This design comes from an exercise in tuning for a short achievable clock period and few clock cycles on the open sky130 flow, not from production work. The RTL was checked by simulation tests, not by an equivalence proof against the original design. Power is estimated from default activity; no workload was simulated.

==> flow/design.v (excerpt) <==
module dawn_cpu(
    input  wire        clk_i,
    input  wire        rst_n_i,
    output wire [9:0]  imem_addr_o,
    input  wire [79:0] imem_data_i,
    output wire [9:0]  dmem_addr_o,
    output wire [63:0] dmem_wdata_o,
    output wire        dmem_we_o,
    input  wire [63:0] dmem_rdata_i,
    output wire        halted_o,
    output wire [1:0]  stat_o
);
localparam [3:0] RNONE = 4'hF;
localparam [3:0] RRSP  = 4'h4;
function cond;
    input [3:0] fn;
    input [2:0] c;       
    begin
        case (fn)
            4'h0: cond = 1'b1;
            4'h1:  cond = (c[1] ^ c[0]) | c[2];
            4'h2:   cond = c[1] ^ c[0];
            4'h3:   cond = c[2];
            4'h4:  cond = ~c[2];
            4'h5:  cond = ~(c[1] ^ c[0]);
            4'h6:   cond = ~(c[1] ^ c[0]) & ~c[2];
            default: cond = 1'b0;
        endcase
    end
endfunction
reg  [9:0]  pc;
reg         pc_bad;              
reg  [10:0] ras [0:3];           
reg  [1:0]  ras_ptr;
reg         fix;                 
reg  [63:0] fix_pc;
reg  [1:0]  fix_rp;
reg         D_valid;
reg  [3:0]  D_icode, D_ifun;
reg  [3:0]  D_srcA, D_srcB, D_dstE, D_dstM;
reg  [63:0] D_valC;
reg  [10:0] D_valP;              
reg  [1:0]  D_stat;
reg         D_predT;
reg  [1:0]  D_rp;
reg  [10:0] D_rpred;
reg         E_valid;
reg  [63:0] E_a;                 
reg  [63:0] E_b;                 
reg         E_fwdA, E_fwdB;      
reg         E_sub;               
reg  [1:0]  E_op;                
reg         E_setcc, E_cmov, E_jmp, E_predT, E_mem, E_popret, E_store, E_ret;
reg  [3:0]  E_ifun, E_dstE, E_dstM;
reg  [63:0] E_sd;                
reg         E_fwdS, E_ldS;       
reg         E_ldA, E_ldB;        
reg         E_logic;             
reg  [10:0] E_valP, E_rpred;
reg  [1:0]  E_stat, E_rp;
reg  [2:0]  cc;                  
reg         M_valid;
reg  [63:0] M_valE, M_sd;
reg  [63:0] M_valEn;             
reg  [9:0]  M_addr;
reg         M_we, M_ret;
reg  [3:0]  M_dstE, M_dstM;
reg  [10:0] M_rpred;
reg  [1:0]  M_rp;
reg         M_ccp;               
reg         M_add, M_sub;
reg         M_a63, M_b63;        
reg         M_zf;                
reg         halted;
reg  [1:0]  stop_code;
reg  [63:0] rf [0:14];
wire       m_sf = M_valE[63];
wire       m_of = M_sub ? ((M_a63 != M_b63) & (M_valE[63] != M_b63)) :
                  M_add ? ((M_a63 == M_b63) & (M_valE[63] != M_a63)) : 1'b0;
  ...
Size: roughly 1,800 flip-flops, ~100,000 µm² of cells after synthesis.
export LEC_CHECK = 0
export ABC_CLOCK_PERIOD_IN_PS = 1000
export CAP_MARGIN = 20
export CORE_MARGIN = 2
export CORE_UTILIZATION = 40
export SLEW_MARGIN = 20
export TNS_END_PERCENT = 10
create_clock -name core_clock -period 10.0 [get_ports {clk_i}]
standard.sh (not shown) runs the stock make flow with config.mk's settings and CLKGATE_MAP_FILE= SYNTH_SCRIPT=/design/flow/synth_recipe.tcl, a recipe that flattens the netlist after the stock synthesis.
==> flow/flow/run.sh <==
#!/bin/bash
# Standard layout (the standard.sh), with timing repair aiming well
# below the clock period and sized port buffers. Each tool's output goes
# to standard.log.
export SETUP_SLACK_MARGIN=7
export BUFFER_PORTS_ARGS="-buffer_cell sky130_fd_sc_hd__buf_4"
bash standard.sh > standard.log 2>&1
Testbench counts at the start, summed over its fixed seeds: cycles 30,644.
Next try:
--- a/flow/design.v
+++ b/flow/design.v
@@ -55,19 +55,18 @@
 reg  [63:0] E_sd;                
 reg         E_fwdS, E_ldS;       
 reg         E_ldA, E_ldB;        
 reg         E_logic;             
 reg  [10:0] E_valP, E_rpred;
 reg  [1:0]  E_stat, E_rp;
 reg  [2:0]  cc;                  
 reg         M_valid;
 reg  [63:0] M_valE, M_sd;
-reg  [63:0] M_valEn;             
 reg  [9:0]  M_addr;
 reg         M_we, M_ret;
 reg  [3:0]  M_dstE, M_dstM;
 reg  [10:0] M_rpred;
 reg  [1:0]  M_rp;
 reg         M_ccp;               
 reg         M_add, M_sub;
 reg         M_a63, M_b63;        
 reg         M_zf;                
@@ -171,19 +170,19 @@
     case (D_icode)
         4'H3, 4'H4, 4'H5: d_constA = D_valC;
         4'H8, 4'HA:              d_constA = -64'd8;
         4'H9, 4'HB:                d_constA = 64'd8;
         default:                      d_constA = 64'd0;
     endcase
 end
 wire d_sub = D_isop & (D_ifun == 4'H1);
 wire [63:0] opA = E_fwdA ? M_valE : E_a;
-wire [63:0] opB = ~E_fwdB ? E_b : E_sub ? M_valEn : M_valE;
+wire [63:0] opB = E_fwdB ? (M_valE ^ {64{E_sub}}) : E_b;
 wire [63:0] sum = opA + opB;
 wire [63:0] lgA = E_ldA ? dmem_rdata_i : opA;
 wire [63:0] lgB = E_ldB ? dmem_rdata_i : opB;
 wire [63:0] e_lg = (E_op == 2'd2) ? (lgA & lgB) : (E_op == 2'd3) ? (lgA ^ lgB) : lgA;
 wire [63:0] e_valE = E_logic ? e_lg : (sum ^ {64{E_sub}});
 wire [63:0] zx = lgA ^ lgB;
 wire        zf_add = (&(zx[63:1] ~^ (lgA[62:0] | lgB[62:0]))) & ~zx[0];
 wire        e_zf = (E_op == 2'd0) ? zf_add : (E_op == 2'd1) ? &zx :
                    (E_op == 2'd2) ? ~|(lgA & lgB) : ~|zx;
@@ -291,19 +290,18 @@
     E_ifun  <= D_ifun;
     E_dstE  <= D_dstE;
     E_dstM  <= D_dstM;
     E_sd    <= (D_icode == 4'H8) ? {53'd0, D_valP} : valA;
     E_valP  <= D_valP;
     E_rpred <= D_rpred;
     E_stat  <= D_stat;
     E_rp    <= D_rp;
     M_valE  <= e_valE;
-    M_valEn <= ~e_valE;
     M_sd    <= e_sd;
     M_addr  <= E_popret ? opB[9:0] : sum[9:0];
     M_ret   <= E_ret;
     M_dstE  <= E_dstE_eff;
     M_dstM  <= E_dstM;
     M_rpred <= E_rpred;
     M_rp    <= E_rp;
     M_ccp   <= E_setcc;
     M_zf    <= e_zf;
Area after synthesis came out lower by about 1.4%.
Total power is higher by 3.5%.
Non-clock buffer count came out lower by 10.
Routed wire length rose by 1.0%.
Design area falls by about 1.6%.
Die area fell by 1.4%.
Sequential share of layout area falls by 0.47 points.
Via count hardly moves.
Testbench counts after the change, summed over its fixed seeds: cycles 30,644.

re-timing with driven ports:
No port has a modelled driver above. Below, the same layouts with a new extraction and two added sets of constraints. Step 1 assumes that a clkbuf_16 drives the clock port and a buf_2 every other input. Step 2 times the ports against the registers' clock, not the clock port: input delays grow and output delays shrink by t, the midpoint of the rising clock arrivals with the driver on. a / b / c = ideal ports / drivers / drivers and shift; a / b = the first two.
| run | t (ns) | setup slack, ns | worst setup path at the end | worst data-port slew with drivers (ns) |
|---|---|---|---|---|
| the first run | 0.981 | 6.114 / 6.114 / 5.289 | input to register | 0.39 |
| the second run | 0.972 | 6.084 / 6.084 / 5.274 | input to register | 0.46 |
After both steps setup and hold are still met in every run listed. The setup slack of the first run, which loses most, moves by 0.000 ns with the drivers and by -0.825 ns with both steps.
